This design comes from an exercise in tuning for small area on the open sky130 flow, not from production work. Only simulation tests tie the RTL to the original design; equivalence was not proved. Power is estimated from default activity; no workload was simulated.

`design/flow/config.mk`:
```
export PLATFORM = sky130hd
export DESIGN_NAME = Final_Watch
export DESIGN_NICKNAME = Final_Watch
export VERILOG_FILES = /design/flow/design.v
export SDC_FILE = /design/flow/constraint.sdc
export NUM_CORES = 4
export LEC_CHECK = 0
export CAP_MARGIN = 20
export CORE_MARGIN = 2
export CORE_UTILIZATION = 40
export CTS_BUF_LIST = sky130_fd_sc_hd__clkbuf_8
export SLEW_MARGIN = 20
```
`design/flow/constraint.sdc`:
```
create_clock -name core_clock -period 22.0 [get_ports {clk}]
set_input_delay 4.4000 -clock core_clock [delete_from_list [all_inputs] [get_ports {clk}]]
set_output_delay 4.4000 -clock core_clock [all_outputs]
set_load 0.01 [all_outputs]
```
`design/flow/design.v`:
```
`timescale 1ns / 1ps
module Final_Watch(
    input clk,
    input rst_sw,
    input [7:1] dip_sw,
    input [11:0] key_pad,
    output [7:0] seg_data,
    output [7:0] seg_com,
    output [7:0] lcd_data,
    output lcd_rs, lcd_rw, lcd_e,
    output [3:0] led_r,
    output [3:0] led_g,
    output [3:0] led_b,
    output piezo
);
    wire rst = rst_sw;
    function [3:0] dec_inc;    
        input [3:0] d;
        dec_inc = {(d[3] & ~d[0]) | (d[2] & d[1] & d[0]),
                   d[2] ^ (d[1] & d[0]),
                   (d[1] ^ d[0]) & ~d[3],
                   ~d[0]};
    endfunction
    function [3:0] dec_dec;    
        input [3:0] d;
        dec_dec = {(~d[3] & ~d[2] & ~d[1] & ~d[0]) | (d[3] & d[0]),
                   (d[2] & (d[1] | d[0])) | (d[3] & ~d[0]),
                   (d[1] & d[0]) | (d[2] & ~d[1] & ~d[0]) | (d[3] & ~d[0]),
                   ~d[0]};
    endfunction
    function [2:0] sex_inc;    
        input [2:0] d;
        sex_inc = {(d[2] & ~d[0]) | (d[1] & d[0]),
                   (d[1] ^ d[0]) & ~d[2],
                   ~d[0]};
    endfunction
    function [2:0] sex_dec;    
        input [2:0] d;
        sex_dec = {(~d[2] & ~d[1] & ~d[0]) | (d[2] & d[0]),
                   (d[1] & d[0]) | (d[2] & ~d[0]),
                   ~d[0]};
    endfunction
    function [3:0] hex_inc;    
        input [3:0] d;
        hex_inc = d ^ {d[2] & d[1] & d[0], d[1] & d[0], d[0], 1'b1};
    endfunction
    function [3:0] hex_dec;    
        input [3:0] d;
        hex_dec = d ^ {~d[2] & ~d[1] & ~d[0], ~d[1] & ~d[0], ~d[0], 1'b1};
    endfunction
    reg [5:0] k_reg, k_trig;    
    wire [5:0] k_in = {key_pad[11], key_pad[10], key_pad[9], key_pad[2], key_pad[1], key_pad[0]};
    always @(posedge clk or negedge rst) begin
        if(!rst) begin
            k_reg  <= 6'd0;
            k_trig <= 6'd0;
        end else begin
            k_reg  <= k_in;
            k_trig <= k_in & ~k_reg;
        end
    end
    wire key1 = k_trig[0], key2 = k_trig[1], key3 = k_trig[2];
    wire kstar = k_trig[3], key0 = k_trig[4], ksharp = k_trig[5];
    reg [2:0] c5;
    always @(posedge clk or negedge rst) begin
        if(!rst) c5 <= 3'd0;
        else     c5 <= {(c5[1] & c5[0]) | (c5[2] & ~c5[0]), (c5[1] ^ c5[0]) & ~c5[2], ~c5[0] | c5[2]};
    end
    wire c5_is4 = (c5 == 3'd4);           
    wire tick_1khz = (c5 == 3'd5);
    reg [9:0] k1000;                       
    always @(posedge clk or negedge rst) begin
        if(!rst) k1000 <= 10'd0;
        else if(c5_is4) k1000 <= (k1000 == 10'd999) ? 10'd0 : k1000 ^ {&k1000[8:0], &k1000[7:0], &k1000[6:0], &k1000[5:0], &k1000[4:0], &k1000[3:0], &k1000[2:0], &k1000[1:0], k1000[0], 1'b1};
    end
    wire tick_1hz = tick_1khz & (k1000 == 10'd0);
    reg [3:0] cnt_lcd;
    always @(posedge clk or negedge rst) begin
        if(!rst) cnt_lcd <= 4'd0;
        else     cnt_lcd <= hex_inc(cnt_lcd);
    end
    assign lcd_e = ((cnt_lcd[3] & (cnt_lcd[2] | cnt_lcd[1] | cnt_lcd[0])) | (cnt_lcd == 4'd0)) & (c5 != 3'd0);
    wire lcd_step = (cnt_lcd == 4'd8);
    reg view_24h;
    always @(posedge clk or negedge rst) begin
        if(!rst) view_24h <= 1'b1;
        else if((dip_sw[1] | dip_sw[2] | dip_sw[3] | dip_sw[4]) && key0)
            view_24h <= ~view_24h;
    end
    reg [3:0] c_h10, c_h1, c_m1, c_s1;
    reg [2:0] c_m10, c_s10;
    reg [1:0] c_state;
    always @(posedge clk or negedge rst) begin
        if(!rst) begin
            c_h10 <= 4'd1; c_h1 <= 4'd2;
            c_m10 <= 3'd0; c_m1 <= 4'd0;
            c_s10 <= 3'd0; c_s1 <= 4'd0;
        end else begin
            if(tick_1hz) begin
                if(c_s1 == 4'd9) begin
                    c_s1 <= 4'd0;
                    if(c_s10 == 3'd5) begin
                        c_s10 <= 3'd0;
                        if(c_m1 == 4'd9) begin
                            c_m1 <= 4'd0;
                            if(c_m10 == 3'd5) begin
                                c_m10 <= 3'd0;
                                if(c_h10 == 4'd2 && c_h1 == 4'd3) begin
                                    c_h10 <= 4'd0; c_h1 <= 4'd0;
                                end
                                else if(c_h1 == 4'd9) begin
                                    c_h1 <= 4'd0; c_h10 <= hex_inc(c_h10);
                                end
                                else c_h1 <= dec_inc(c_h1);
                            end
                            else c_m10 <= sex_inc(c_m10);
                        end
                        else c_m1 <= dec_inc(c_m1);
                    end
                    else c_s10 <= sex_inc(c_s10);
                end
                else c_s1 <= dec_inc(c_s1);
            end
            if(dip_sw[1]) begin
                case(c_state)
                    2'd1: begin
                        if(key3) begin
                            if(c_h10 == 4'd2 && c_h1 == 4'd3) begin c_h10 <= 4'd0; c_h1 <= 4'd0; end
                            else if(c_h1 == 4'd9) begin c_h1 <= 4'd0; c_h10 <= hex_inc(c_h10); end
                            else c_h1 <= dec_inc(c_h1);
                        end
                        if(key1) begin
                            if(c_h10 == 4'd0 && c_h1 == 4'd0) begin c_h10 <= 4'd2; c_h1 <= 4'd3; end
                            else if(c_h1 == 4'd0) begin c_h1 <= 4'd9; c_h10 <= hex_dec(c_h10); end
                            else c_h1 <= dec_dec(c_h1);
                        end
                    end
                    2'd2: begin
                        if(key3) begin
                            if(c_m1 == 4'd9) begin
                                c_m1 <= 4'd0;
                                c_m10 <= sex_inc(c_m10);
                            end
                            else c_m1 <= dec_inc(c_m1);
                        end
                        if(key1) begin
                            if(c_m10 == 3'd0 && c_m1 == 4'd0) begin c_m10 <= 3'd5; c_m1 <= 4'd9; end
                            else if(c_m1 == 4'd0) begin
                                c_m1 <= 4'd9;
                                c_m10 <= sex_dec(c_m10);
                            end
                            else c_m1 <= dec_dec(c_m1);
                        end
                    end
                    2'd3: begin
                        if(key2) begin c_s10 <= 3'd0; c_s1 <= 4'd0; end
                    end
                    default: ;
                endcase
            end
        end
    end
    always @(posedge clk or negedge rst) begin
        if(!rst) c_state <= 2'd0;
        else if(dip_sw[1]) begin
            if(kstar)       c_state <= {c_state[1] ~^ c_state[0], ~c_state[0]};
            else if(ksharp) c_state <= {c_state[1] ^ c_state[0], ~c_state[0]};
        end
        else c_state <= 2'd0;
    end
    reg [2:0] a_state;
    reg [3:0] al_h10, al_h1, al_m1, al_s1;
    reg [2:0] al_m10, al_s10;
    reg is_ringing, alarm_set;
    reg [2:0] a_state_up, a_state_dn;
    always @(*) begin
        case(a_state)
            3'd0: begin a_state_up = 3'd1; a_state_dn = 3'd4; end
            3'd1: begin a_state_up = 3'd2; a_state_dn = 3'd0; end
            3'd2: begin a_state_up = 3'd3; a_state_dn = 3'd1; end
            3'd3: begin a_state_up = 3'd4; a_state_dn = 3'd2; end
            default: begin a_state_up = 3'd0; a_state_dn = 3'd3; end
        endcase
    end
    wire al_match = {c_h10, c_h1, c_m10, c_m1, c_s10, c_s1} ==
                    {al_h10, al_h1, al_m10, al_m1, al_s10, al_s1};
    always @(posedge clk or negedge rst) begin
        if(!rst) begin
            a_state <= 3'd0;
            {al_h10, al_h1, al_m10, al_m1, al_s10, al_s1} <= 22'd0;
            is_ringing <= 1'b0;
            alarm_set  <= 1'b0;
        end else begin
            if(is_ringing && key0) is_ringing <= 1'b0;
            if(a_state == 3'd4 && al_match) is_ringing <= 1'b1;
            if(dip_sw[5]) begin
                if(kstar)       a_state <= a_state_dn;
                else if(ksharp) a_state <= a_state_up;
                if(a_state == 3'd0 && key2) begin
                    {al_h10, al_h1, al_m10, al_m1, al_s10, al_s1} <= 22'd0;
                    alarm_set  <= 1'b0;
                    is_ringing <= 1'b0;
                end
                if(a_state == 3'd1) begin
                    if(key3) begin
                        alarm_set <= 1'b1;
                        if(al_h10 == 4'd2 && al_h1 == 4'd3) begin al_h10 <= 4'd0; al_h1 <= 4'd0; end
                        else if(al_h1 == 4'd9) begin al_h1 <= 4'd0; al_h10 <= hex_inc(al_h10); end
                        else al_h1 <= dec_inc(al_h1);
                    end
                    if(key1) begin
                        alarm_set <= 1'b1;
                        if(al_h10 == 4'd0 && al_h1 == 4'd0) begin al_h10 <= 4'd2; al_h1 <= 4'd3; end
                        else if(al_h1 == 4'd0) begin al_h1 <= 4'd9; al_h10 <= hex_dec(al_h10); end
                        else al_h1 <= dec_dec(al_h1);
                    end
                end
                else if(a_state == 3'd2) begin
                    if(key3) begin
                        alarm_set <= 1'b1;
                        if(al_m1 == 4'd9) begin
                            al_m1 <= 4'd0;
                            al_m10 <= sex_inc(al_m10);
                        end
                        else al_m1 <= dec_inc(al_m1);
                    end
                    if(key1) begin
                        alarm_set <= 1'b1;
                        if(al_m10 == 3'd0 && al_m1 == 4'd0) begin al_m10 <= 3'd5; al_m1 <= 4'd9; end
                        else if(al_m1 == 4'd0) begin
                            al_m1 <= 4'd9;
                            al_m10 <= sex_dec(al_m10);
                        end
                        else al_m1 <= dec_dec(al_m1);
                    end
                end
                else if(a_state == 3'd3) begin
                    if(key3) begin
                        alarm_set <= 1'b1;
                        if(al_s1 == 4'd9) begin
                            al_s1 <= 4'd0;
                            al_s10 <= sex_inc(al_s10);
                        end
                        else al_s1 <= dec_inc(al_s1);
                    end
                    if(key1) begin
                        alarm_set <= 1'b1;
                        if(al_s10 == 3'd0 && al_s1 == 4'd0) begin al_s10 <= 3'd5; al_s1 <= 4'd9; end
                        else if(al_s1 == 4'd0) begin
                            al_s1 <= 4'd9;
                            al_s10 <= sex_dec(al_s10);
                        end
                        else al_s1 <= dec_dec(al_s1);
                    end
                    if(key2) begin
                        alarm_set <= 1'b1;
                        al_s10 <= 3'd0;
                        al_s1  <= 4'd0;
                    end
                end
            end
        end
    end
    reg [3:0] tm_m1, tm_s1;
    reg [2:0] tm_m10, tm_s10;
    reg [1:0] t_state;
    reg is_run, is_end;
    always @(posedge clk or negedge rst) begin
        if(!rst) begin
            t_state <= 2'd0;
            is_run <= 1'b0;
            is_end <= 1'b0;
            {tm_m10, tm_m1, tm_s10, tm_s1} <= 14'd0;
        end else begin
            if(is_run && tick_1hz) begin
                if(tm_s1 == 4'd0) begin
                    if(tm_s10 == 3'd0) begin
                        if(tm_m1 == 4'd0) begin
                            if(tm_m10 == 3'd0) begin
                                is_run <= 1'b0;
                                is_end <= 1'b1;
                            end
                            else begin
                                tm_m10 <= sex_dec(tm_m10);
                                tm_m1  <= 4'd9;
                                tm_s10 <= 3'd5;
                                tm_s1  <= 4'd9;
                            end
                        end
                        else begin
                            tm_m1  <= dec_dec(tm_m1);
                            tm_s10 <= 3'd5;
                            tm_s1  <= 4'd9;
                        end
                    end
                    else begin
                        tm_s10 <= sex_dec(tm_s10);
                        tm_s1  <= 4'd9;
                    end
                end
                else tm_s1 <= dec_dec(tm_s1);
            end
            if(dip_sw[6]) begin
                if(kstar)       t_state <= {t_state[1] ~^ t_state[0], ~t_state[0]};
                else if(ksharp) t_state <= {t_state[1] ^ t_state[0], ~t_state[0]};
                if(t_state == 2'd3 && key0) begin
                    if(is_end) begin
                        is_end  <= 1'b0;
                        t_state <= 2'd0;
                    end
                    else is_run <= ~is_run;
                end
                if(t_state == 2'd1) begin
                    if(key3) begin
                        if(tm_m1 == 4'd9) begin
                            tm_m1 <= 4'd0;
                            tm_m10 <= sex_inc(tm_m10);
                        end
                        else tm_m1 <= dec_inc(tm_m1);
                    end
                    if(key1) begin
                        if(tm_m10 == 3'd0 && tm_m1 == 4'd0) begin tm_m10 <= 3'd5; tm_m1 <= 4'd9; end
                        else if(tm_m1 == 4'd0) begin
                            tm_m1 <= 4'd9;
                            tm_m10 <= sex_dec(tm_m10);
                        end
                        else tm_m1 <= dec_dec(tm_m1);
                    end
                end
                if(t_state == 2'd2) begin
                    if(key3) begin
                        if(tm_s1 == 4'd9) begin
                            tm_s1 <= 4'd0;
                            tm_s10 <= sex_inc(tm_s10);
                        end
                        else tm_s1 <= dec_inc(tm_s1);
                    end
                    if(key1) begin
                        if(tm_s10 == 3'd0 && tm_s1 == 4'd0) begin tm_s10 <= 3'd5; tm_s1 <= 4'd9; end
                        else if(tm_s1 == 4'd0) begin
                            tm_s1 <= 4'd9;
                            tm_s10 <= sex_dec(tm_s10);
                        end
                        else tm_s1 <= dec_dec(tm_s1);
                    end
                end
                if(t_state == 2'd0) begin
                    {tm_m10, tm_m1, tm_s10, tm_s1} <= 14'd0;
                    is_run <= 1'b0;
                    is_end <= 1'b0;
                end
            end
        end
    end
    reg [1:0] g_state;
    reg [3:0] g_d3, g_d2, g_d1, g_d0;
    reg g_valid, g_stale;
    wire g_all9 = (g_d3 == 4'd9) && (g_d2 == 4'd9) && (g_d1 == 4'd9) && (g_d0 == 4'd9);
    wire g_wait_done = (g_d3 == 4'd3);
    wire g_inc = tick_1khz && !key0 &&
                 ((g_state == 2'd1 && !g_wait_done) || (g_state == 2'd2 && !g_all9));
    wire g_go2 = (g_state == 2'd1) && !key0 && tick_1khz && g_wait_done;
    always @(posedge clk or negedge rst) begin
        if(!rst) begin
            g_state <= 2'd0;
            {g_d3, g_d2, g_d1, g_d0} <= 16'd0;
            g_valid <= 1'b0;
            g_stale <= 1'b0;
        end else if(dip_sw[7]) begin
            g_stale <= key0 | g_go2;
            if(g_state == 2'd0 || g_go2) begin
                {g_d3, g_d2, g_d1, g_d0} <= 16'd0;
            end else if(g_inc) begin
                g_d0 <= dec_inc(g_d0);
                if(g_d0 == 4'd9) begin
                    g_d1 <= dec_inc(g_d1);
                    if(g_d1 == 4'd9) begin
                        g_d2 <= dec_inc(g_d2);
                        if(g_d2 == 4'd9) g_d3 <= dec_inc(g_d3);
                    end
                end
            end
            case(g_state)
                2'd0: begin
                    g_valid <= 1'b0;
                    if(key0) g_state <= 2'd1;
                end
                2'd1: begin
                    if(key0) g_state <= 2'd3;
                    else if(g_go2) g_state <= 2'd2;
                end
                2'd2: begin
                    if(key0) begin
                        g_state <= 2'd3;
                        g_valid <= 1'b1;
                    end
                end
                2'd3: begin
                    if(key0) g_state <= 2'd0;
                end
            endcase
        end
    end
    reg g_r, g_g, g_b;
    always @(*) begin
        case(g_state)
            2'd0: {g_r, g_g, g_b} = g_stale ? {1'b1, g_valid, g_valid} : 3'b000;
            2'd1: {g_r, g_g, g_b} = g_stale ? 3'b000 : 3'b001;
            2'd2: {g_r, g_g, g_b} = g_stale ? 3'b001 : 3'b010;
            default: {g_r, g_g, g_b} = {1'b1, g_valid, g_valid};
        endcase
    end
    assign led_r = {4{dip_sw[7] & g_r}};
    assign led_g = {4{dip_sw[7] & g_g}};
    assign led_b = {4{dip_sw[7] & g_b}};
    reg [4:0] base_hour_24, off_h, city_hour_24;
    reg [3:0] city_h10_24, city_h1_24, disp_h10, disp_h1;
    always @(*) begin
        base_hour_24 = (c_h10 * 5'd10) + c_h1;
        if(dip_sw[2])      off_h = 5'd10;
        else if(dip_sw[3]) off_h = 5'd15;
        else if(dip_sw[4]) off_h = 5'd16;
        else               off_h = 5'd0;
        city_hour_24 = base_hour_24 + off_h;
        if(city_hour_24 >= 5'd24) city_hour_24 = city_hour_24 - 5'd24;
        if(city_hour_24 >= 5'd20) begin
            city_h10_24 = 4'd2; city_h1_24 = city_hour_24 - 5'd20;
        end else if(city_hour_24 >= 5'd10) begin
            city_h10_24 = 4'd1; city_h1_24 = city_hour_24 - 5'd10;
        end else begin
            city_h10_24 = 4'd0; city_h1_24 = city_hour_24[3:0];
        end
        if(view_24h) begin
            disp_h10 = city_h10_24; disp_h1 = city_h1_24;
        end else if(city_h10_24 == 0 && city_h1_24 == 0) begin
            disp_h10 = 4'd1; disp_h1 = 4'd2;
        end else if(city_h10_24 == 1 && city_h1_24 > 4'd2) begin
            disp_h10 = 4'd0; disp_h1 = city_h1_24 - 4'd2;
        end else if(city_h10_24 == 2) begin
            disp_h10 = (city_h1_24 >= 4'd2) ? 4'd1 : 4'd0;
            if(city_h1_24 == 4'd0)      disp_h1 = 4'd8;
            else if(city_h1_24 == 4'd1) disp_h1 = 4'd9;
            else                        disp_h1 = city_h1_24 - 4'd2;
        end else begin
            disp_h10 = city_h10_24; disp_h1 = city_h1_24;
        end
    end
    reg [2:0] digit_sel;
    always @(posedge clk or negedge rst) begin
        if(!rst) digit_sel <= 3'd0;
        else if(c5_is4) digit_sel <= sex_inc(digit_sel);
    end
    reg [3:0] hex_in;
    reg [7:0] com;
    always @(*) begin
        case(digit_sel)
            3'd0: com = 8'b1111_1110;
            3'd1: com = 8'b1111_1101;
            3'd2: com = 8'b1111_1011;
            3'd3: com = 8'b1111_0111;
            3'd4: com = 8'b1110_1111;
            default: com = 8'b1101_1111;
        endcase
        if(dip_sw[7]) begin
            if(!g_valid) hex_in = 4'hE;
            else case(digit_sel)
                3'd0: hex_in = g_d0;
                3'd1: hex_in = g_d1;
                3'd2: hex_in = g_d2;
                3'd3: hex_in = g_d3;
                default: hex_in = 4'h0;
            endcase
        end else if(dip_sw[6]) begin
            case(digit_sel)
                3'd0: hex_in = tm_s1;
                3'd1: hex_in = {1'b0, tm_s10};
                3'd2: hex_in = tm_m1;
                3'd3: hex_in = {1'b0, tm_m10};
                default: hex_in = 4'h0;
            endcase
        end else begin
            case(digit_sel)
                3'd0: hex_in = c_s1;
                3'd1: hex_in = {1'b0, c_s10};
                3'd2: hex_in = c_m1;
                3'd3: hex_in = {1'b0, c_m10};
                3'd4: hex_in = dip_sw[5] ? c_h1 : disp_h1;
                default: hex_in = dip_sw[5] ? c_h10 : disp_h10;
            endcase
        end
    end
    assign seg_com = com;
    reg [6:0] seg7;
    always @(*) begin
        case(hex_in)
            4'h0: seg7 = 7'b1111110;
            4'h1: seg7 = 7'b0110000;
            4'h2: seg7 = 7'b1101101;
            4'h3: seg7 = 7'b1111001;
            4'h4: seg7 = 7'b0110011;
            4'h5: seg7 = 7'b1011011;
            4'h6: seg7 = 7'b1011111;
            4'h7: seg7 = 7'b1110000;
            4'h8: seg7 = 7'b1111111;
            4'h9: seg7 = 7'b1111011;
            4'hA: seg7 = 7'b1110111;
            4'hB: seg7 = 7'b0011111;
            4'hC: seg7 = 7'b1001110;
            4'hD: seg7 = 7'b0111101;
            4'hE: seg7 = 7'b1001111;
            default: seg7 = 7'b1000111;
        endcase
    end
    assign seg_data = {seg7, ~dip_sw[7] & (digit_sel == 3'd2 || digit_sel == 3'd4)};
    wire pz_en = ~dip_sw[7] & (dip_sw[6] ? is_end : is_ringing);
    reg [2:0] pz_lo;       
    reg [5:0] pz_hi;       
    reg [4:0] pz_p;        
    wire pz_tick = pz_hi[5] & pz_hi[4] & pz_hi[1];
    reg pz_on;
    always @(*) begin
        case(pz_p)
            5'd0, 5'd1, 5'd3, 5'd4, 5'd6, 5'd7, 5'd8, 5'd9, 5'd10, 5'd11, 5'd18, 5'd19: pz_on = 1'b1;
            default: pz_on = 1'b0;
        endcase
    end
    always @(posedge clk or negedge rst) begin
        if(!rst) begin
            pz_lo <= 3'd0; pz_hi <= 6'd0; pz_p <= 5'd0;
        end else if(!pz_en) begin
            pz_lo <= 3'd0; pz_hi <= 6'd0; pz_p <= 5'd0;
        end else begin
            pz_lo <= {pz_lo[1] & pz_lo[0], pz_lo[1] ^ pz_lo[0], ~pz_lo[0] & ~pz_lo[2]};
            if(pz_tick) pz_hi <= 6'd0;
            else if(pz_lo[2]) pz_hi <= pz_hi ^ {&pz_hi[4:0], &pz_hi[3:0], &pz_hi[2:0], &pz_hi[1:0], pz_hi[0], 1'b1};
            if(pz_tick) pz_p <= (pz_p == 5'd19) ? 5'd2 : pz_p ^ {&pz_p[3:0], &pz_p[2:0], &pz_p[1:0], pz_p[0], 1'b1};
        end
    end
    wire pz_late = |pz_p[4:1];
    assign piezo = pz_on & (pz_hi[0] ^ (pz_late & ~(pz_lo[2] | pz_lo[1] | pz_lo[0])));
    localparam DELAY = 3'b000, FUNCTION_SET = 3'b001, ENTRY_MODE = 3'b010,
               DISP_ONOFF = 3'b011, LINE1 = 3'b100, LINE2 = 3'b101, DELAY_T = 3'b110;
    reg [2:0] l_state;
    reg [6:0] l_cnt;
    reg [7:0] l_data;
    wire [3:0] ci = l_cnt[3:0];
    wire [6:0] l_cnt_inc = l_cnt ^ {&l_cnt[5:0], &l_cnt[4:0], &l_cnt[3:0], &l_cnt[2:0], &l_cnt[1:0], l_cnt[0], 1'b1};
    wire line2 = l_state[0];
    reg [7:0] ch;
    always @(*) begin
        ch = 8'h20;
        if(!line2) begin
            if(dip_sw[7]) begin
                case(ci)
                    4'd2: ch = 8'h52;
                    4'd3: ch = 8'h65;
                    4'd4: ch = 8'h61;
                    4'd5: ch = 8'h63;
                    4'd6: ch = 8'h74;
                    4'd7: ch = 8'h69;
                    4'd8: ch = 8'h6F;
                    4'd9: ch = 8'h6E;
                    4'd11: ch = 8'h54;
                    4'd12: ch = 8'h65;
                    4'd13: ch = 8'h73;
                    4'd14: ch = 8'h74;
                    default: ch = 8'h20;
                endcase
            end
            else if(dip_sw[6]) begin
                case(ci)
                    4'd3: ch = 8'h54;
                    4'd4: ch = 8'h69;
                    4'd5: ch = 8'h6D;
                    4'd6: ch = 8'h65;
                    4'd7: ch = 8'h72;
                    4'd9: ch = 8'h4D;
                    4'd10: ch = 8'h6F;
                    4'd11: ch = 8'h64;
                    4'd12: ch = 8'h65;
                    default: ch = 8'h20;
                endcase
            end
            else if(dip_sw[5]) begin
                case(ci)
                    4'd3: ch = 8'h41;
                    4'd4: ch = 8'h6C;
                    4'd5: ch = 8'h61;
                    4'd6: ch = 8'h72;
                    4'd7: ch = 8'h6D;
                    4'd9: ch = 8'h4D;
                    4'd10: ch = 8'h6F;
                    4'd11: ch = 8'h64;
                    4'd12: ch = 8'h65;
                    default: ch = 8'h20;
                endcase
            end
            else if(dip_sw[1]) begin
                case(ci)
                    4'd5: ch = 8'h53;
                    4'd6: ch = 8'h65;
                    4'd7: ch = 8'h6F;
                    4'd8: ch = 8'h75;
                    4'd9: ch = 8'h6C;
                    default: ch = 8'h20;
                endcase
            end
            else if(dip_sw[2]) begin
                case(ci)
                    4'd4: ch = 8'h4E;
                    4'd5: ch = 8'h65;
                    4'd6: ch = 8'h77;
                    4'd8: ch = 8'h59;
                    4'd9: ch = 8'h6F;
                    4'd10: ch = 8'h72;
                    4'd11: ch = 8'h6B;
                    default: ch = 8'h20;
                endcase
            end
            else if(dip_sw[3]) begin
                case(ci)
                    4'd5: ch = 8'h4C;
                    4'd6: ch = 8'h6F;
                    4'd7: ch = 8'h6E;
                    4'd8: ch = 8'h64;
                    4'd9: ch = 8'h6F;
                    4'd10: ch = 8'h6E;
                    default: ch = 8'h20;
                endcase
            end
            else if(dip_sw[4]) begin
                case(ci)
                    4'd5: ch = 8'h50;
                    4'd6: ch = 8'h61;
                    4'd7: ch = 8'h72;
                    4'd8: ch = 8'h69;
                    4'd9: ch = 8'h73;
                    default: ch = 8'h20;
                endcase
            end
        end else begin
            if(dip_sw[7]) begin
                case(g_state)
                    2'd0: begin
                        case(ci)
                            4'd5: ch = 8'h53;
                            4'd6: ch = 8'h74;
                            4'd7: ch = 8'h61;
                            4'd8: ch = 8'h72;
                            4'd9: ch = 8'h74;
                            default: ch = 8'h20;
                        endcase
                    end
                    2'd1: begin
                        case(ci)
                            4'd5: ch = 8'h52;
                            4'd6: ch = 8'h65;
                            4'd7: ch = 8'h61;
                            4'd8: ch = 8'h64;
                            4'd9: ch = 8'h79;
                            default: ch = 8'h20;
                        endcase
                    end
                    2'd2: begin
                        case(ci)
                            4'd1: ch = 8'h57;
                            4'd2: ch = 8'h61;
                            4'd3: ch = 8'h69;
                            4'd4: ch = 8'h74;
                            4'd6: ch = 8'h66;
                            4'd7: ch = 8'h6F;
                            4'd8: ch = 8'h72;
                            4'd10: ch = 8'h47;
                            4'd11: ch = 8'h72;
                            4'd12: ch = 8'h65;
                            4'd13: ch = 8'h65;
                            4'd14: ch = 8'h6E;
                            default: ch = 8'h20;
                        endcase
                    end
                    default: begin
                        if(!g_valid) begin
                            case(ci)
                                4'd4: ch = 8'h54;
                                4'd5: ch = 8'h6F;
                                4'd6: ch = 8'h6F;
                                4'd8: ch = 8'h46;
                                4'd9: ch = 8'h61;
                                4'd10: ch = 8'h73;
                                4'd11: ch = 8'h74;
                                default: ch = 8'h20;
                            endcase
                        end
                        else if(g_d3 == 4'd0 && g_d2[3:1] == 3'd0) begin
                            case(ci)
                                4'd4: ch = 8'h47;
                                4'd5: ch = 8'h72;
                                4'd6: ch = 8'h65;
                                4'd7: ch = 8'h61;
                                4'd8: ch = 8'h74;
                                default: ch = 8'h20;
                            endcase
                        end
                        else if(g_d3 == 4'd0 && g_d2[3:2] == 2'd0 && !(g_d2[1] & g_d2[0])) begin
                            case(ci)
                                4'd5: ch = 8'h47;
                                4'd6: ch = 8'h6F;
                                4'd7: ch = 8'h6F;
                                4'd8: ch = 8'h64;
                                default: ch = 8'h20;
                            endcase
                        end
                        else begin
                            case(ci)
                                4'd5: ch = 8'h53;
                                4'd6: ch = 8'h6C;
                                4'd7: ch = 8'h6F;
                                4'd8: ch = 8'h77;
                                default: ch = 8'h20;
                            endcase
                        end
                    end
                endcase
            end else if(dip_sw[6]) begin
                case(t_state)
                    2'd0: begin
                        case(ci)
                            4'd3: ch = 8'h52;
                            4'd4: ch = 8'h65;
                            4'd5: ch = 8'h73;
                            4'd6: ch = 8'h65;
                            4'd7: ch = 8'h74;
                            4'd9: ch = 8'h4D;
                            4'd10: ch = 8'h6F;
                            4'd11: ch = 8'h64;
                            4'd12: ch = 8'h65;
                            default: ch = 8'h20;
                        endcase
                    end
                    2'd1: begin
                        case(ci)
                            4'd3: ch = 8'h53;
                            4'd4: ch = 8'h65;
                            4'd5: ch = 8'h74;
                            4'd7: ch = 8'h4D;
                            4'd8: ch = 8'h69;
                            4'd9: ch = 8'h6E;
                            4'd10: ch = 8'h75;
                            4'd11: ch = 8'h74;
                            4'd12: ch = 8'h65;
                            default: ch = 8'h20;
                        endcase
                    end
                    2'd2: begin
                        case(ci)
                            4'd3: ch = 8'h53;
                            4'd4: ch = 8'h65;
                            4'd5: ch = 8'h74;
                            4'd7: ch = 8'h53;
                            4'd8: ch = 8'h65;
                            4'd9: ch = 8'h63;
                            4'd10: ch = 8'h6F;
                            4'd11: ch = 8'h6E;
                            4'd12: ch = 8'h64;
                            default: ch = 8'h20;
                        endcase
                    end
                    default: begin
                        if(is_end) begin
                            case(ci)
                                4'd3: ch = 8'h54;
                                4'd4: ch = 8'h69;
                                4'd5: ch = 8'h6D;
                                4'd6: ch = 8'h65;
                                4'd8: ch = 8'h4F;
                                4'd9: ch = 8'h56;
                                4'd10: ch = 8'h45;
                                4'd11: ch = 8'h52;
                                4'd12: ch = 8'h21;
                                4'd13: ch = 8'h21;
                                4'd14: ch = 8'h21;
                                default: ch = 8'h20;
                            endcase
                        end
                        else if(is_run) begin
                            case(ci)
                                4'd3: ch = 8'h52;
                                4'd4: ch = 8'h75;
                                4'd5: ch = 8'h6E;
                                4'd6: ch = 8'h6E;
                                4'd7: ch = 8'h69;
                                4'd8: ch = 8'h6E;
                                4'd9: ch = 8'h67;
                                4'd10: ch = 8'h2E;
                                4'd11: ch = 8'h2E;
                                4'd12: ch = 8'h2E;
                                default: ch = 8'h20;
                            endcase
                        end
                        else begin
                            case(ci)
                                4'd3: ch = 8'h50;
                                4'd4: ch = 8'h61;
                                4'd5: ch = 8'h75;
                                4'd6: ch = 8'h73;
                                4'd7: ch = 8'h65;
                                4'd8: ch = 8'h2F;
                                4'd9: ch = 8'h52;
                                4'd10: ch = 8'h65;
                                4'd11: ch = 8'h61;
                                4'd12: ch = 8'h64;
                                4'd13: ch = 8'h79;
                                default: ch = 8'h20;
                            endcase
                        end
                    end
                endcase
            end else if(dip_sw[5]) begin
                case(a_state)
                    3'd0: begin
                        if(!alarm_set) begin
                            case(ci)
                                4'd0: ch = 8'h41;
                                4'd1: ch = 8'h6C;
                                4'd2: ch = 8'h61;
                                4'd3: ch = 8'h72;
                                4'd4: ch = 8'h6D;
                                4'd5: ch = 8'h3A;
                                4'd6: ch = 8'h4E;
                                4'd7: ch = 8'h6F;
                                4'd8: ch = 8'h6E;
                                default: ch = 8'h20;
                            endcase
                        end
                        else begin
                            case(ci)
                                4'd0: ch = 8'h41;
                                4'd1: ch = 8'h6C;
                                4'd2: ch = 8'h61;
                                4'd3: ch = 8'h72;
                                4'd4: ch = 8'h6D;
                                4'd5: ch = 8'h3A;
                                4'd6: ch = 8'h4F;
                                4'd7: ch = 8'h46;
                                4'd8: ch = 8'h46;
                                default: ch = 8'h20;
                            endcase
                        end
                    end
                    3'd1: begin
                        case(ci)
                            4'd0: ch = 8'h53;
                            4'd1: ch = 8'h65;
                            4'd2: ch = 8'h74;
                            4'd4: ch = 8'h48;
                            4'd6: ch = {4'h3, al_h10};
                            4'd7: ch = {4'h3, al_h1};
                            4'd8: ch = 8'h3A;
                            4'd9: ch = {4'h3, {1'b0, al_m10}};
                            4'd10: ch = {4'h3, al_m1};
                            4'd11: ch = 8'h3A;
                            4'd12: ch = {4'h3, {1'b0, al_s10}};
                            4'd13: ch = {4'h3, al_s1};
                            default: ch = 8'h20;
                        endcase
                    end
                    3'd2: begin
                        case(ci)
                            4'd0: ch = 8'h53;
                            4'd1: ch = 8'h65;
                            4'd2: ch = 8'h74;
                            4'd4: ch = 8'h4D;
                            4'd6: ch = {4'h3, al_h10};
                            4'd7: ch = {4'h3, al_h1};
                            4'd8: ch = 8'h3A;
                            4'd9: ch = {4'h3, {1'b0, al_m10}};
                            4'd10: ch = {4'h3, al_m1};
                            4'd11: ch = 8'h3A;
                            4'd12: ch = {4'h3, {1'b0, al_s10}};
                            4'd13: ch = {4'h3, al_s1};
                            default: ch = 8'h20;
                        endcase
                    end
                    3'd3: begin
                        case(ci)
                            4'd0: ch = 8'h53;
                            4'd1: ch = 8'h65;
                            4'd2: ch = 8'h74;
                            4'd4: ch = 8'h53;
                            4'd6: ch = {4'h3, al_h10};
                            4'd7: ch = {4'h3, al_h1};
                            4'd8: ch = 8'h3A;
                            4'd9: ch = {4'h3, {1'b0, al_m10}};
                            4'd10: ch = {4'h3, al_m1};
                            4'd11: ch = 8'h3A;
                            4'd12: ch = {4'h3, {1'b0, al_s10}};
                            4'd13: ch = {4'h3, al_s1};
                            default: ch = 8'h20;
                        endcase
                    end
                    default: begin
                        if(is_ringing) begin
                            case(ci)
                                4'd0: ch = 8'h41;
                                4'd1: ch = 8'h6C;
                                4'd2: ch = 8'h61;
                                4'd3: ch = 8'h72;
                                4'd4: ch = 8'h6D;
                                4'd6: ch = 8'h52;
                                4'd7: ch = 8'h69;
                                4'd8: ch = 8'h6E;
                                4'd9: ch = 8'h67;
                                4'd10: ch = 8'h69;
                                4'd11: ch = 8'h6E;
                                4'd12: ch = 8'h67;
                                4'd13: ch = 8'h21;
                                4'd14: ch = 8'h21;
                                default: ch = 8'h20;
                            endcase
                        end
                        else begin
                            case(ci)
                                4'd0: ch = 8'h41;
                                4'd1: ch = 8'h6C;
                                4'd2: ch = 8'h61;
                                4'd3: ch = 8'h72;
                                4'd4: ch = 8'h6D;
                                4'd6: ch = {4'h3, al_h10};
                                4'd7: ch = {4'h3, al_h1};
                                4'd8: ch = 8'h3A;
                                4'd9: ch = {4'h3, {1'b0, al_m10}};
                                4'd10: ch = {4'h3, al_m1};
                                4'd11: ch = 8'h3A;
                                4'd12: ch = {4'h3, {1'b0, al_s10}};
                                4'd13: ch = {4'h3, al_s1};
                                default: ch = 8'h20;
                            endcase
                        end
                    end
                endcase
            end else if(dip_sw[1]) begin
                case(c_state)
                    2'd0: begin
                        if(view_24h) begin
                            case(ci)
                                4'd4: ch = 8'h4D;
                                4'd5: ch = 8'h6F;
                                4'd6: ch = 8'h64;
                                4'd7: ch = 8'h65;
                                4'd8: ch = 8'h3A;
                                4'd9: ch = 8'h32;
                                4'd10: ch = 8'h34;
                                4'd11: ch = 8'h48;
                                default: ch = 8'h20;
                            endcase
                        end
                        else begin
                            case(ci)
                                4'd4: ch = 8'h4D;
                                4'd5: ch = 8'h6F;
                                4'd6: ch = 8'h64;
                                4'd7: ch = 8'h65;
                                4'd8: ch = 8'h3A;
                                4'd9: ch = 8'h31;
                                4'd10: ch = 8'h32;
                                4'd11: ch = 8'h48;
                                default: ch = 8'h20;
                            endcase
                        end
                    end
                    2'd1: begin
                        case(ci)
                            4'd3: ch = 8'h41;
                            4'd4: ch = 8'h64;
                            4'd5: ch = 8'h6A;
                            4'd6: ch = 8'h75;
                            4'd7: ch = 8'h73;
                            4'd8: ch = 8'h74;
                            4'd10: ch = 8'h48;
                            4'd11: ch = 8'h6F;
                            4'd12: ch = 8'h75;
                            4'd13: ch = 8'h72;
                            default: ch = 8'h20;
                        endcase
                    end
                    2'd2: begin
                        case(ci)
                            4'd3: ch = 8'h41;
                            4'd4: ch = 8'h64;
                            4'd5: ch = 8'h6A;
                            4'd6: ch = 8'h75;
                            4'd7: ch = 8'h73;
                            4'd8: ch = 8'h74;
                            4'd10: ch = 8'h4D;
                            4'd11: ch = 8'h69;
                            4'd12: ch = 8'h6E;
                            default: ch = 8'h20;
                        endcase
                    end
                    default: begin
                        case(ci)
                            4'd4: ch = 8'h52;
                            4'd5: ch = 8'h65;
                            4'd6: ch = 8'h73;
                            4'd7: ch = 8'h65;
                            4'd8: ch = 8'h74;
                            4'd10: ch = 8'h53;
                            4'd11: ch = 8'h65;
                            4'd12: ch = 8'h63;
                            default: ch = 8'h20;
                        endcase
                    end
                endcase
            end else if(dip_sw[2] | dip_sw[3] | dip_sw[4]) begin
                if(view_24h) begin
                    case(ci)
                        4'd4: ch = 8'h4D;
                        4'd5: ch = 8'h6F;
                        4'd6: ch = 8'h64;
                        4'd7: ch = 8'h65;
                        4'd8: ch = 8'h3A;
                        4'd9: ch = 8'h32;
                        4'd10: ch = 8'h34;
                        4'd11: ch = 8'h48;
                        default: ch = 8'h20;
                    endcase
                end
                else begin
                    case(ci)
                        4'd4: ch = 8'h4D;
                        4'd5: ch = 8'h6F;
                        4'd6: ch = 8'h64;
                        4'd7: ch = 8'h65;
                        4'd8: ch = 8'h3A;
                        4'd9: ch = 8'h31;
                        4'd10: ch = 8'h32;
                        4'd11: ch = 8'h48;
                        default: ch = 8'h20;
                    endcase
                end
            end
        end
    end
    always @(posedge clk or negedge rst) begin
        if(!rst) begin
            l_state <= DELAY;
            l_cnt <= 7'd0;
        end else if(lcd_step) begin
            case(l_state)
                DELAY: begin
                    if(l_cnt == 7'd70) begin l_state <= FUNCTION_SET; l_cnt <= 7'd0; end
                    else l_cnt <= l_cnt_inc;
                end
                FUNCTION_SET: begin
                    if(l_cnt == 7'd30) begin l_state <= DISP_ONOFF; l_cnt <= 7'd0; end
                    else l_cnt <= l_cnt_inc;
                end
                DISP_ONOFF: begin
                    if(l_cnt == 7'd30) begin l_state <= ENTRY_MODE; l_cnt <= 7'd0; end
                    else l_cnt <= l_cnt_inc;
                end
                ENTRY_MODE: begin
                    if(l_cnt == 7'd30) begin l_state <= LINE1; l_cnt <= 7'd0; end
                    else l_cnt <= l_cnt_inc;
                end
                LINE1: begin
                    if(l_cnt == 7'd16) begin l_state <= LINE2; l_cnt <= 7'd0; end
                    else l_cnt <= l_cnt_inc;
                end
                LINE2: begin
                    if(l_cnt == 7'd16) begin l_state <= DELAY_T; l_cnt <= 7'd0; end
                    else l_cnt <= l_cnt_inc;
                end
                default: begin
                    if(l_cnt == 7'd5) begin l_state <= LINE1; l_cnt <= 7'd0; end
                    else l_cnt <= l_cnt_inc;
                end
            endcase
        end
    end
    always @(posedge clk or negedge rst) begin
        if(!rst) begin
            l_data <= 8'h00;
        end else if(lcd_step) begin
            case(l_state)
                DELAY:        l_data <= 8'h00;
                FUNCTION_SET: l_data <= 8'h38;
                DISP_ONOFF:   l_data <= 8'h0C;
                ENTRY_MODE:   l_data <= 8'h06;
                LINE1, LINE2: l_data <= !l_cnt[4] ? ch : (line2 ? 8'h80 : 8'hC0);
                default:      l_data <= 8'h02;
            endcase
        end
    end
    wire l_first = (l_state == DELAY) || (l_state == FUNCTION_SET && l_cnt == 7'd0);
    assign lcd_rw = l_first;
    assign lcd_rs = l_first || (l_state[2:1] == 2'b10 && l_cnt != 7'd0);
    assign lcd_data = l_data;
endmodule
```
`design/flow/flow/run.sh`:
```
#!/bin/bash
# Own flow: the standard synthesis, then the same synthesis again with an
# area-oriented ABC script and without adder cells; if the registers of the
# two netlists agree (names and cell types) the second netlist is laid out
# by the standard flow, otherwise the standard one is.
set -u
W=$(pwd)
R=$W/orfs/results/$FLOW_PLATFORM/Final_Watch/base
bash standard.sh synth > std_synth.log 2>&1 || exit 1
cp $R/1_2_yosys.v $W/ref_1_2_yosys.v
make -C $FLOW_HOME DESIGN_CONFIG=$W/config.mk WORK_HOME=$W/orfs CLKGATE_MAP_FILE= \
  SYNTH_SCRIPT=$W/flow/my_synth.tcl ADDER_MAP_FILE= do-yosys > my_synth.log 2>&1
ok=0
if [ -s $R/1_2_yosys.v ] && grep -q "endmodule" $R/1_2_yosys.v; then
  cp $R/1_2_yosys.v $W/own_1_2_yosys.v
  python3 $W/flow/fixnames.py $W/ref_1_2_yosys.v $W/own_1_2_yosys.v $W/own_fixed_1_2_yosys.v > fixnames.log 2>&1 \
    && cp $W/own_fixed_1_2_yosys.v $R/1_2_yosys.v
  python3 $W/flow/regs.py $W/ref_1_2_yosys.v > regs_ref.txt
  python3 $W/flow/regs.py $R/1_2_yosys.v > regs_own.txt
  if [ -s regs_ref.txt ] && cmp -s regs_ref.txt regs_own.txt; then ok=1; fi
fi
if [ $ok = 1 ]; then
  echo "own synthesis used" > synth_choice.txt
else
  echo "registers differ or own synthesis failed: standard synthesis used" > synth_choice.txt
  cp $W/ref_1_2_yosys.v $R/1_2_yosys.v
fi
touch $R/1_2_yosys.v
BUFFER_PORTS_ARGS="-buffer_cell sky130_fd_sc_hd__buf_1" bash standard.sh > std_layout.log 2>&1
```
`design/flow/flow/area.abc`:
```
strash
&get -n
&deepsyn -T 60
&put
dch -f
amap
topo
```
`design/flow/flow/fixnames.py`:
```
# Gives the flip-flops of the own netlist (argv[2]) that have generated names
# (_NNNN_) the name that the standard netlist (argv[1]) gives the flip-flop
# driving the same Q net. Writes the result to argv[3].
import re, sys
FF = re.compile(r'^(\s*)(sky130_fd_sc_hd__(?:df|sdf|edf|dl)\w*)\s+(\S+)\s*\((.*?)\);', re.M | re.S)
def flops(text):
    out = {}
    for m in FF.finditer(text):
        q = re.search(r'\.Q\(\s*(.*?)\s*\)', m.group(4))
        if q:
            out[q.group(1)] = (m.group(3), m.group(2))
    return out
ref = open(sys.argv[1]).read()
own = open(sys.argv[2]).read()
rf, of = flops(ref), flops(own)
names = set(re.findall(r'(?<![\w\\$])(_\d+_)(?!\w)', own))
ren = {}
for q, (rn, rt) in rf.items():
    if q not in of:
        continue
    on, ot = of[q]
    if on != rn:
        if not re.fullmatch(r'_\d+_', on) or rn in names:
            sys.exit("cannot rename %s to %s" % (on, rn))
        ren[on] = rn
def sub(m):
    n = m.group(3)
    if n in ren:
        return m.group(0).replace(' ' + n + ' ', ' ' + ren[n] + ' ', 1)
    return m.group(0)
new = FF.sub(sub, own)
open(sys.argv[3], 'w').write(new)
print("renamed", ren)
```
`design/flow/flow/my_synth.tcl`:
```
# The standard synthesis (synth_recipe.tcl) with two changes: no adder-cell
# extraction (ADDER_MAP_FILE is empty on the make line) and an area-oriented
# ABC script for the combinational logic. Registers are mapped as before.
proc synth {args} { yosys synth -nofsm -noshare {*}$args }
set my_abc_script [file join [file dirname [file normalize [info script]]] area.abc]
proc abc {args} {
  global my_abc_script
  set out {}
  set skip 0
  foreach a $args {
    if {$skip} { set skip 0; continue }
    if {$a eq "-script"} { set skip 1; continue }
    lappend out $a
  }
  yosys abc -script $my_abc_script {*}$out
}
source $::env(SCRIPTS_DIR)/synth.tcl
# left out here: clear keep_hierarchy, flatten, clean up, hide names made inside functions, write 1_2_yosys.v
```
`design/flow/flow/regs.py`:
```
# Lists the flip-flop instances (name, cell type without drive strength) of a netlist.
import re, sys
s = open(sys.argv[1]).read()
regs = sorted((n, re.sub(r'_\d+$', '', t)) for t, n in
              re.findall(r'^\s*(sky130_fd_sc_hd__(?:df|sdf|edf|dl)\w*)\s+(\S+)\s*\(', s, re.M))
for n, t in regs:
    print(t, n)
```
`design/flow/standard.sh`:
```
#!/bin/bash
# synth_recipe.tcl (not shown) runs the flow's synth.tcl, then flattens the netlist and writes it again
# the make line also repeats each setting of config.mk as NAME=value (left out here)
make -C /OpenROAD-flow-scripts/flow DESIGN_CONFIG=/design/flow/config.mk WORK_HOME=/design/flow/orfs CLKGATE_MAP_FILE= SYNTH_SCRIPT=/design/flow/synth_recipe.tcl "${@:-finish}"
```
==> impl_results.md, run 1 <==
* Status: no timing/DRC/antenna violations
* Initial antenna violation count at 0
* Combinational power share at 0.438
* Unrepaired setup endpoints after global routing: false
* Main synth FF type: dfrtp_1
* Max VDD drop at a little under 0.00005 V
* Top Usage Layer GRT: met2
* Biggest regs: k1000 (10), l_data (8), l_cnt (7)
* Largest family of logic cells by synthesized area: compound AO/OA/AOI/OAI gates
* GRT overflow at 0
* Async SR Flop Fraction at 1.000
* Post-route cell area at 12260 um^2
* GR Util met3 at 0.07171
* RePlAce Congestion at ~1.1
* R2R depth at 15
* Critical Setup Path Class: in2out
* Met1 Use GR at 0.4409
* Largest register FFs at 10
* Pint at about 0.60 mW
* PortBufs at between 50 and 60
* CTS tree: done
* Instance count on the critical path at 26
* Most common cell on crit path: o21ai_0
* DRC at 0
* N_diodes at 0
* Row count at 61
* Layout Area Growth over Synthesis at 10.09%
* DR vias/cell at approximately 6.2
* CTS resizes at 0
* CP max FO at 11
* Hold Path Class: reg2reg
* Post-synthesis mux area share at 0
* Placed Area at 11870 um^2
* Num Clock Sinks at between 150 and 200
* DR WL/cell at ~23 um
* Crit path capture: seg_data[7]
* Reg2reg start: l_cnt[3]$_DFFE_PN0N_
* # Max-Cap Violations at 0
* Worst Path Arrival at approximately 9.7 ns
* Syn_area_per_cell at slightly below 7 um^2
* CP Capture Type: output pin
* Die W at approximately 170 um
* Top reg by flops: k1000
* RR Endpoint: l_data[1]$_DFFE_PN0N_
* Tcrit/Tclk final at 0.6413
* Critical path data required time at between 15 and 20 ns
* Crit path buffers/inverters at 5
* TritonCTS Buffers at 17
* GR Layer Usage met2 at 0.5022
* Setup Buffers After CTS at 0
* Final hold vios at 0
* CP startpoint: dip_sw[2]
* EDFF count, synth at 0
* Hpwl dp at 36560 um
* Vias in the first global route at roughly 12000
* Top-count cell post-synth: nor2_1
* Synth top area cells: dfrtp_1 (34%), nor2_1 (12%), clkinv_1 (8.0%)
* Layout cells sized above 1 at 0.03004
* Setup TNS at 0 ns
* Clk pwr share at 0.180
* Synth top cells by count: nor2_1 (370), clkinv_1 (238), dfrtp_1 (151)
* CTS Buffer Depth at 2
* Synth area leader: dfrtp_1
* Post-Place Worst Slack at approximately 8 ns
* Sequential area share after synthesis at 0.3464
* Max-slew headroom at 0.4047
* Cells after Synth at around 1600
* Mapped Area at approximately 11000 um^2
* First-pass GRT wire length at about 72000 um
* Initial Util at 0.4030
* Post-Synth Adder-Cell Area at 0
* Worst slew pin tran at ~0.9 ns
* Drt pass-1 iters at 6
* Vias at 12920
* Leak Pwr at roughly 4.5 nW
* Post-route worst setup slack at between 7 and 8 ns
* PD cells at slightly above 90 nW/um^2
* Switching portion of total power at 0.4795
* Worst setup SP type: primary input
* H-Tree Depth at 4
* Synth Register Bits at around 150
* Syn. warnings at 1
* XOR/XNOR Fraction of Synth Area at 0
* Seq pwr share at 0.382
* Final setup violation count at 0
* Fillcell total at a little under 3000
* DRT iter0 DRCs at approximately 1300
* Worst Skew at between 0.02 and 0.025 ns
* Largest net degree at the start of global routing at 75
* Final Slew Violations at 0
* CP delay by family, top: compound AO/OA/AOI/OAI gates
* Clk Latency, worst-skew pair at 0.50 ns
* Final wirelength at roughly 47000 um
* Worst path slowest cell: a2111oi_0
* Post-Synth Simple-Gate Area at 0.2736
* Die ar. at roughly 29000 um^2
* Switching pwr at approximately 0.55 mW
* Post-synthesis cell type count at 53
* CP max stage delay at ~0.63 ns
* Core area at ~28000 um^2
* Compound-Gate Fraction of Synth Area at 0.2920
* Reg-to-reg slack, setup at 16.54 ns
* Area share of the largest cell type after synthesis at 0.3393
* Antenna Violating Nets Remaining at 0
* Die height at between 150 and 200 um
* Nets at around 1700
* Root buf cell: clkbuf_8
* Final min period at ~14 ns
* GRT Util Overall at 0.3269
* # IOs at just over 60
* Fmax at 70.88 MHz
* Hold buffers post-CTS at 0
* Clock slew at reported path FFs at ~0.070 ns
## logic make-up after synthesis
| family | Yosys count |
|---|---|
| buf+inv | 249 |
| other cells | 1 |
| flops | 154 |
| compound gates | 493 |
| simple gates | 707 |
## worst min path at each step
stage                            start                  end  depth (start not counted)
detailed placement  k_reg[2]$_DFF_PN0_  k_trig[2]$_DFF_PN0_                          1
finish              k_reg[2]$_DFF_PN0_  k_trig[2]$_DFF_PN0_                          1
CTS                 k_reg[2]$_DFF_PN0_  k_trig[2]$_DFF_PN0_                          1
floorplan           k_reg[0]$_DFF_PN0_  k_trig[0]$_DFF_PN0_                          1
global placement    k_reg[5]$_DFF_PN0_  k_trig[5]$_DFF_PN0_                          1
global route        k_reg[2]$_DFF_PN0_  k_trig[2]$_DFF_PN0_                          1
## metal layers
layer  vias up  part of all wire
li1       5957                 -
met1      6124              0.43
met2       709              0.43
met3       125             0.094
met4         0             0.045
met5         -                 0
## metrics by stage
stage	power [mW]	util	hold WS, ns	std cells
6_report	1.145	0.4437	0.3921	2076
5_1_grt	1.226	0.4437	0.4023	2076
4_1_cts	1.136	0.4427	0.3935	2075
3_5_place_dp	0.9260	0.4297	0.3831	2043
3_3_place_gp	0.9254	0.4297	0.3809	2043
2_1_floorplan	0.7616	-	0.3777	1605
## placed cells by master, fill, tap and decap left out, drive strengths merged, types with 26 or more instances in the layout
cell type  count
a211oi        31
a21oi         94
a31oi         33
buf           71
clkinv       243
dfrtp        151
nand2        124
nand3         37
nor2         370
nor3          85
nor4          28
o21ai        112
o221ai        26
o22ai         54
## power groups by stage
stage	sequential [mW]	clock [mW]	combinational, mW
5_1_grt	0.444	0.226	0.557
3_5_place_dp	0.438	0	0.488
4_1_cts	0.434	0.213	0.490
3_3_place_gp	0.440	0	0.485
6_report	0.438	0.206	0.502
2_1_floorplan	0.402	0	0.360
## worst reg2reg max path, cell delays in order, from the launching register on
cell	delay (ns)
dfrtp_1	0.77
clkinv_1	0.51
nor2_1	0.38
clkinv_1	0.10
buf_4	0.21
nor2_1	0.61
clkinv_1	0.54
nor2_1	0.32
clkinv_1	0.35
o21ai_0	0.40
a2111oi_0	0.11
or3_1	0.44
a31o_1	0.30
a31oi_1	0.22
a21oi_1	0.05
o21ai_0	0.08
## cell type report
class / instances / area, um^2 / share of cell area
multi-input combinational: 1202 / 6306 / 0.5144
sequential: 154 / 3857 / 0.3147
inverter: 238 / 893.4 / 0.07287
tap: 378 / 473.0 / 0.03858
timing repair buffer: 72 / 369.1 / 0.03011
clock buffer: 20 / 275.3 / 0.02245
clock inverter: 12 / 85.08 / 0.006940
==> run 2: changes to the inputs <==
--- a/design/flow/design.v
+++ b/design/flow/design.v
@@ -68,18 +68,19 @@
     end
     wire c5_is4 = (c5 == 3'd4);           
     wire tick_1khz = (c5 == 3'd5);
-    reg [9:0] k1000;                       
-    always @(posedge clk or negedge rst) begin
-        if(!rst) k1000 <= 10'd0;
-        else if(c5_is4) k1000 <= (k1000 == 10'd999) ? 10'd0 : k1000 ^ {&k1000[8:0], &k1000[7:0], &k1000[6:0], &k1000[5:0], &k1000[4:0], &k1000[3:0], &k1000[2:0], &k1000[1:0], k1000[0], 1'b1};
-    end
-    wire tick_1hz = tick_1khz & (k1000 == 10'd0);
     reg [3:0] cnt_lcd;
     always @(posedge clk or negedge rst) begin
         if(!rst) cnt_lcd <= 4'd0;
         else     cnt_lcd <= hex_inc(cnt_lcd);
     end
     assign lcd_e = ((cnt_lcd[3] & (cnt_lcd[2] | cnt_lcd[1] | cnt_lcd[0])) | (cnt_lcd == 4'd0)) & (c5 != 3'd0);
+    reg [6:0] k125;
+    always @(posedge clk or negedge rst) begin
+        if(!rst) k125 <= 7'd0;
+        else if(c5_is4 && cnt_lcd[2:0] == 3'd7)
+            k125 <= (k125 == 7'd124) ? 7'd0 : k125 ^ {&k125[5:0], &k125[4:0], &k125[3:0], &k125[2:0], &k125[1:0], k125[0], 1'b1};
+    end
+    wire tick_1hz = tick_1khz & (cnt_lcd[2:0] == 3'd0) & (k125 == 7'd0);
     wire lcd_step = (cnt_lcd == 4'd8);
     reg view_24h;
     always @(posedge clk or negedge rst) begin
--- a/design/flow/flow/run.sh
+++ b/design/flow/flow/run.sh
@@ -26,4 +26,4 @@
   cp $W/ref_1_2_yosys.v $R/1_2_yosys.v
 fi
 touch $R/1_2_yosys.v
-BUFFER_PORTS_ARGS="-buffer_cell sky130_fd_sc_hd__buf_1" bash standard.sh > std_layout.log 2>&1
+CTS_ARGS="-sink_clustering_enable -repair_clock_nets -buf_list sky130_fd_sc_hd__clkbuf_8 -dont_use_dummy_load" BUFFER_PORTS_ARGS="-buffer_cell sky130_fd_sc_hd__buf_1" bash standard.sh > std_layout.log 2>&1
==> design/flow/flow/area.abc (replaced) <==
strash
&get -n
&deepsyn -J 100
&put
dch -f
amap
topo
--- a/design/flow/config.mk
+++ b/design/flow/config.mk
@@ -5,8 +5,9 @@
 export SDC_FILE = /design/flow/constraint.sdc
 export NUM_CORES = 4
 export LEC_CHECK = 0
-export CAP_MARGIN = 20
+export CAP_MARGIN = 10
 export CORE_MARGIN = 2
 export CORE_UTILIZATION = 40
 export CTS_BUF_LIST = sky130_fd_sc_hd__clkbuf_8
-export SLEW_MARGIN = 20
+export GPL_TIMING_DRIVEN = 0
+export SLEW_MARGIN = 10
==> impl_results.md, run 2 <==
* Die ar. at 28360 um^2 (-2.8%)
* Largest register FFs at 8 (-2)
* DR vias/cell at 6.291 (+1.1%)
* DR WL/cell at 22.61 um (-0.31%)
* Tcrit/Tclk final at 0.6387 (-0.002634)
* Clock slew at reported path FFs at 0.09 ns (+0.02 ns)
* Crit path capture: seg_data[5]
* PD cells at 92.06 nW/um^2 (-1.5%)
* Syn_area_per_cell at 6.900 um^2 (-0.61%)
* Top Usage Layer GRT: met2
* Critical Setup Path Class: in2out
* Critical path data required time at 17.60 ns (about the same)
* Final setup violation count at 0 (unchanged)
* Setup Buffers After CTS at 0 (unchanged)
* Antenna Violating Nets Remaining at 0 (unchanged)
* Initial antenna violation count at 0 (unchanged)
* Vias in the first global route at 11720 (-3.0%)
* CTS Buffer Depth at 2 (unchanged)
* Syn. warnings at 1 (unchanged)
* Row count at 60 (-1.6%)
* Clk Latency, worst-skew pair at 0.49 ns (about the same)
* First-pass GRT wire length at 69430 um (-3.3%)
* GRT Util Overall at 0.3204 (-0.006486)
* Top reg by flops: l_data
* Synth area leader: dfrtp_1
* Main synth FF type: dfrtp_1
* Area share of the largest cell type after synthesis at 0.3425 (+0.003187)
* GR Util met3 at 0.06606 (-0.005654)
* RePlAce Congestion at 1.023 (-2.9%)
* Largest net degree at the start of global routing at 34 (-55%)
* Reg-to-reg slack, setup at 15.84 ns (-0.70 ns)
* Core area at 26730 um^2 (-3.3%)
* Initial Util at 0.4046 (+0.001545)
* Synth top area cells: dfrtp_1 (34%), nor2_1 (14%), clkinv_1 (8.1%)
* Hpwl dp at 35210 um (-3.7%)
* Most common cell after layout, fill and taps aside: nor2_1
* CP startpoint: dip_sw[2]
* Synth top cells by count: nor2_1 (399), clkinv_1 (232), dfrtp_1 (148)
* Nets at 1665 (-2.4%)
* Synth Register Bits at 151 (-1.9%)
* RR Endpoint: l_data[3]$_DFFE_PN0N_
* R2R depth at 11 (-4)
* Sequential area share after synthesis at 0.3498 (+0.003399)
* Hold Path Class: reg2reg
* TritonCTS Buffers at 17 (unchanged)
* Met1 Use GR at 0.4450 (+0.004023)
* Worst path slowest cell: a2111oi_0
* Async SR Flop Fraction at 1.000 (unchanged)
* Max-slew headroom at 0.3353 (-0.06942)
* GRT overflow at 0 (unchanged)
* Final min period at 14.05 ns (-0.05795 ns)
* EDFF count, synth at 0 (unchanged)
* Most frequent cells in the layout: nor2_1 (399), clkinv_1 (232), dfrtp_1 (148)
* Unrepaired setup endpoints after global routing: false
* Mapped Area at 10810 um^2 (-2.9%)
* Post-Place Worst Slack at 8.108 ns (+0.08922 ns)
* DRT iter0 DRCs at 1482 (+12%)
* Num Clock Sinks at 151 (-1.9%)
* Vias at 12480 (-3.4%)
* Status: no timing/DRC/antenna violations
* Die height at 168.4 um (-1.4%)
* Root buf cell: clkbuf_8
* Max VDD drop at 0.00004985 V (+2.0%)
* Post-route worst setup slack at 7.949 ns (+0.05795 ns)
* PortBufs at 52 (unchanged)
* CP max FO at 6 (-5)
* GR Layer Usage met2 at 0.4797 (-0.02251)
* DRC at 0 (unchanged)
* Most common cell on crit path: nand2_1
* Final Slew Violations at 0 (unchanged)
* CP max stage delay at 0.51 ns (-0.12 ns)
* Worst Skew at 0.03862 ns (+0.01607 ns)
* Fillcell total at 2842 (-4.0%)
* Reg2reg start: l_cnt[2]$_DFFE_PN0N_
* Fmax at 71.17 MHz (+0.41%)
* CTS resizes at 0 (unchanged)
* Worst Path Arrival at 9.65 ns (-0.06 ns)
* Worst slew pin tran at 0.9934 ns (+0.1117 ns)
* H-Tree Depth at 4 (unchanged)
* Final hold vios at 0 (unchanged)
* Layout cells sized above 1 at 0.02253 (-0.007502)
* Cells after Synth at 1567 (-2.3%)
* Layout Area Growth over Synthesis at 8.979%
* Setup TNS at 0 ns (unchanged)
* # Max-Cap Violations at 0 (unchanged)
* Top-count cell post-synth: nor2_1
* Leak Pwr at 4.349 nW (-3.8%)
* CP Capture Type: output pin
* Drt pass-1 iters at 10 (+4)
* Biggest regs: l_data (8), k125 (7), l_cnt (7)
* Die W at 168.4 um (-1.4%)
* Hold buffers post-CTS at 0 (unchanged)
* Final wirelength at 44870 um (-4.7%)
* Worst setup SP type: primary input
* CTS tree: done
* Post-synthesis cell type count at 51 (-3.8%)
* # IOs at 61 (unchanged)
-- run 2: critical path: cells and delay by family --
family | cells | cell delay, ns
simple gates | 16 | 2.22
buf+inv | 7 | 1.23
compound gates | 10 | 1.79
-- run 2: power by group --
group	leakage, nW	switching (mW)	internal (mW)
Sequential	1.95	0.0996	0.335
Clock	0.122	0.101	0.0682
Combinational	2.27	0.325	0.156
Total	4.35	0.526	0.559
-- run 2: final cells by class --
cell class / count / area [um^2] / share of cell area
diodes: 1 / 2.502 / 0.0002124
plain buffers: 11 / 82.58 / 0.007008
clock buffers: 17 / 234.0 / 0.01986
inverters: 232 / 870.8 / 0.07390
multi-input cells: 1174 / 6081 / 0.5160
flip-flops and latches: 151 / 3782 / 0.3210
well taps: 341 / 426.7 / 0.03621
repair buffers: 57 / 304.0 / 0.02580
-- run 2: layer usage --
layer	vias to the layer above	wire length, um	share of wire
met4	0	2042	0.046
met3	134	4109	0.092
li1	5773	-	-
met1	5907	19380	0.43
met5	-	0	0
met2	668	19340	0.43
-- run 2: through the flow --
stage	util	power [mW]	std cells	cell area, um^2	hold slack [ns]
final	0.4409	1.085	1984	11780	0.3664
after global routing	0.4408	1.161	1983	11780	0.3974
after CTS	0.4408	1.071	1983	11780	0.3696
after detailed placement	0.4321	0.9003	1966	11550	0.3826
after global placement	0.4280	0.8958	1961	11440	0.3798
after floorplan	-	0.7353	1568	10820	0.3777
-- run 2: logic make-up (layout without fill, tap and decap cells) --
family / after synthesis / in the layout / share of synthesized area
simple gates: 721 / 721 / 0.2862
compound gates: 451 / 451 / 0.2755
buf+inv: 243 / 317 / 0.08817
flops: 151 / 151 / 0.3498
other cells: 1 / 3 / 0.0003468
-- run 2: worst min path at each step --
stage	endpoint	cells past startpoint	slack, ns	start
final	k_trig[1]$_DFF_PN0_	1	0.37	k_reg[1]$_DFF_PN0_
after global routing	k_trig[3]$_DFF_PN0_	1	0.40	k_reg[3]$_DFF_PN0_
after CTS	k_trig[1]$_DFF_PN0_	1	0.37	k_reg[1]$_DFF_PN0_
after detailed placement	k_trig[1]$_DFF_PN0_	1	0.38	k_reg[1]$_DFF_PN0_
after global placement	k_trig[1]$_DFF_PN0_	1	0.38	k_reg[1]$_DFF_PN0_
after floorplan	k_trig[0]$_DFF_PN0_	1	0.38	k_reg[0]$_DFF_PN0_
==> run 3: changes to the inputs <==
==> design/flow/config.mk (replaced) <==
export PLATFORM = sky130hd
export DESIGN_NAME = Final_Watch
export DESIGN_NICKNAME = Final_Watch
export VERILOG_FILES = /design/flow/design.v
export SDC_FILE = /design/flow/constraint.sdc
export NUM_CORES = 4
export LEC_CHECK = 0
export CAP_MARGIN = 0
export CORE_MARGIN = 2
export CORE_UTILIZATION = 40
export CTS_BUF_LIST = sky130_fd_sc_hd__clkbuf_8
export SLEW_MARGIN = 0
==> impl_results.md, run 3 <==
* Post-route worst setup slack at 8.213 ns (+0.2642 ns)
* Leak Pwr at 4.330 nW (-0.42%)
* Most common cell after layout, fill and taps aside: nor2_1
* Die height at 168.4 um (unchanged)
* Tcrit/Tclk final at 0.6267 (-0.01201)
* Max VDD drop at 0.00004891 V (-1.9%)
* First-pass GRT wire length at 68340 um (-1.6%)
* CP max stage delay at 0.42 ns (-0.09 ns)
* N_diodes at 0 (-1)
* Worst Path Arrival at 9.39 ns (-0.26 ns)
* Syn. warnings at 1 (unchanged)
* Placed Area at 11490 um^2 (-0.52%)
* Biggest regs: l_data (8), k125 (7), l_cnt (7)
* Worst path slowest cell: a2111oi_0
* Top reg by flops: l_data
* RePlAce Congestion at 1.025 (+0.27%)
* H-Tree Depth at 4 (unchanged)
* CTS Buffer Depth at 2 (unchanged)
* GRT overflow at 0 (unchanged)
* Antenna Violating Nets Remaining at 0 (unchanged)
* Setup TNS at 0 ns (unchanged)
* Row count at 60 (unchanged)
* Root buf cell: clkbuf_8
* Clk Latency, worst-skew pair at 0.47 ns (-0.02 ns)
* Post-Place Worst Slack at 8.274 ns (+0.1653 ns)
* Status: no timing/DRC/antenna violations
* CP Capture Type: output pin
* Top-count cell post-synth: nor2_1
* Worst slew pin tran at 1.134 ns (+0.1404 ns)
* DR vias/cell at 6.242 (-0.78%)
* Final setup violation count at 0 (unchanged)
* Main synth FF type: dfrtp_1
* DR WL/cell at 22.50 um (-0.49%)
* WHS at 0.3957 ns (+0.02920 ns)
* Mapped Area at 10810 um^2 (unchanged)
* Cell Count, Final, Fillers Out at 1984 (unchanged)
* Vias in the first global route at 11560 (-1.3%)
* Layout cells sized above 1 at 0.02313 (+0.0005949)
* Drt pass-1 iters at 8 (-2)
* Critical path data required time at 17.60 ns (about the same)
* Setup Buffers After CTS at 0 (unchanged)
* Synth top area cells: dfrtp_1 (34%), nor2_1 (14%), clkinv_1 (8.1%)
* Initial antenna violation count at 1 (+1)
* # IOs at 61 (unchanged)
* Synth area leader: dfrtp_1
* Critical Setup Path Class: in2out
* Sequential area share after synthesis at 0.3498 (unchanged)
* Largest net degree at the start of global routing at 74 (+120%)
* Syn_area_per_cell at 6.900 um^2 (unchanged)
* Cells after Synth at 1567 (unchanged)
* # Max-Cap Violations at 0 (unchanged)
* Hold buffers post-CTS at 0 (unchanged)
* Fin util at 0.4386 (-0.002341)
* Final wirelength at 44650 um (-0.49%)
* Placed cells at 1967 (+0.051%)
* Hpwl dp at 34650 um (-1.6%)
* Layout Area Growth over Synthesis at 8.400%
* EDFF count, synth at 0 (unchanged)
* Final Slew Violations at 0 (unchanged)
* TritonCTS Buffers at 17 (unchanged)
* Area share of the largest cell type after synthesis at 0.3425 (unchanged)
* DRC at 0 (unchanged)
* Post-route cell area at 11720 um^2 (-0.53%)
* Reg area at 3782 um^2 (unchanged)
* CTS resizes at 0 (unchanged)
* Unrepaired setup endpoints after global routing: false
* Hold Path Class: reg2reg
* Die W at 168.4 um (unchanged)
* GRT Util Overall at 0.3150 (-0.005431)
* Largest register FFs at 8 (unchanged)
* Fmax at 72.53 MHz (+1.9%)
## run 3: cell counts after synthesis
No cell type changed its count.
## run 3: report_power, final
part	switching (mW)	total [mW]	internal, mW
logic	0.322	0.471	0.149
clock network	0.104	0.172	0.0684
registers	0.0995	0.434	0.335
## run 3: kinds of logic (layout without fill, tap and decap cells)
kind of cell           after synthesis  count (layout)  share of synthesized area
and+or+nand+nor                    721             721                     0.2862
other                                1               2                  0.0003468
buffers and inverters              243             318                    0.08817
DFF                                151             151                     0.3498
AOI/OAI and AO/OA                  451             451                     0.2755
## run 3: final timing paths
check                                startpoint                     end  slack (ns)  cells after the start
setup / recovery                      dip_sw[2]             seg_data[5]        8.21                     33
hold / removal               k_reg[5]$_DFF_PN0_     k_trig[5]$_DFF_PN0_        0.40                      1
setup reg to reg           l_cnt[1]$_DFFE_PN0N_   l_data[1]$_DFFE_PN0N_       16.51                     13
hold reg to reg              k_reg[5]$_DFF_PN0_     k_trig[5]$_DFF_PN0_        0.40                      1
max in group asynchronous                rst_sw  t_state[1]$_DFFE_PN0P_       16.19                      3
min in group asynchronous                rst_sw      c_h10[1]$_DFF_PN0_        3.91                      1
## run 3: cell type report
class	instances	share of cell area
inverter	232	0.07430
clock buffer	17	0.01996
tap	341	0.03640
multi-input combinational	1174	0.5188
sequential	151	0.3227
timing repair buffer	69	0.02786
## run 3: critical path, delay by kind of cell
family,cells,cell delay (ns)
AO/OA/AOI/OAI,10,1.69
buffers and inverters,7,1.18
AND/OR/NAND/NOR,16,2.11
## run 3: layer usage
metal	part of all wire	global-route usage
met5	0.00036	0
met1	0.43	0.4268
met4	0.047	0.1432
met3	0.093	0.07123
met2	0.43	0.4804

[what the ideal ports hide]
Ports are ideal in the flow. The routed layouts listed here were re-timed in OpenROAD. Step 1 sets driving cells, clkbuf_16 on the clock port and buf_2 on the other inputs (assumed; they add their load-dependent delay and slew). Step 2 also shifts input and output timing later by t, the mid clock arrival at the registers, as if the neighbouring blocks saw the same clock. Slacks: no drivers / after step 1 / after step 2; pairs: no drivers / after step 1.
run	shift t [ns]	setup WS [ns]
run 1	0.533	7.891 / 7.863 / 7.863
run 2	0.518	7.949 / 7.916 / 7.916
run 3	0.499	8.213 / 8.178 / 8.178
After both steps every run listed still meets setup and hold.
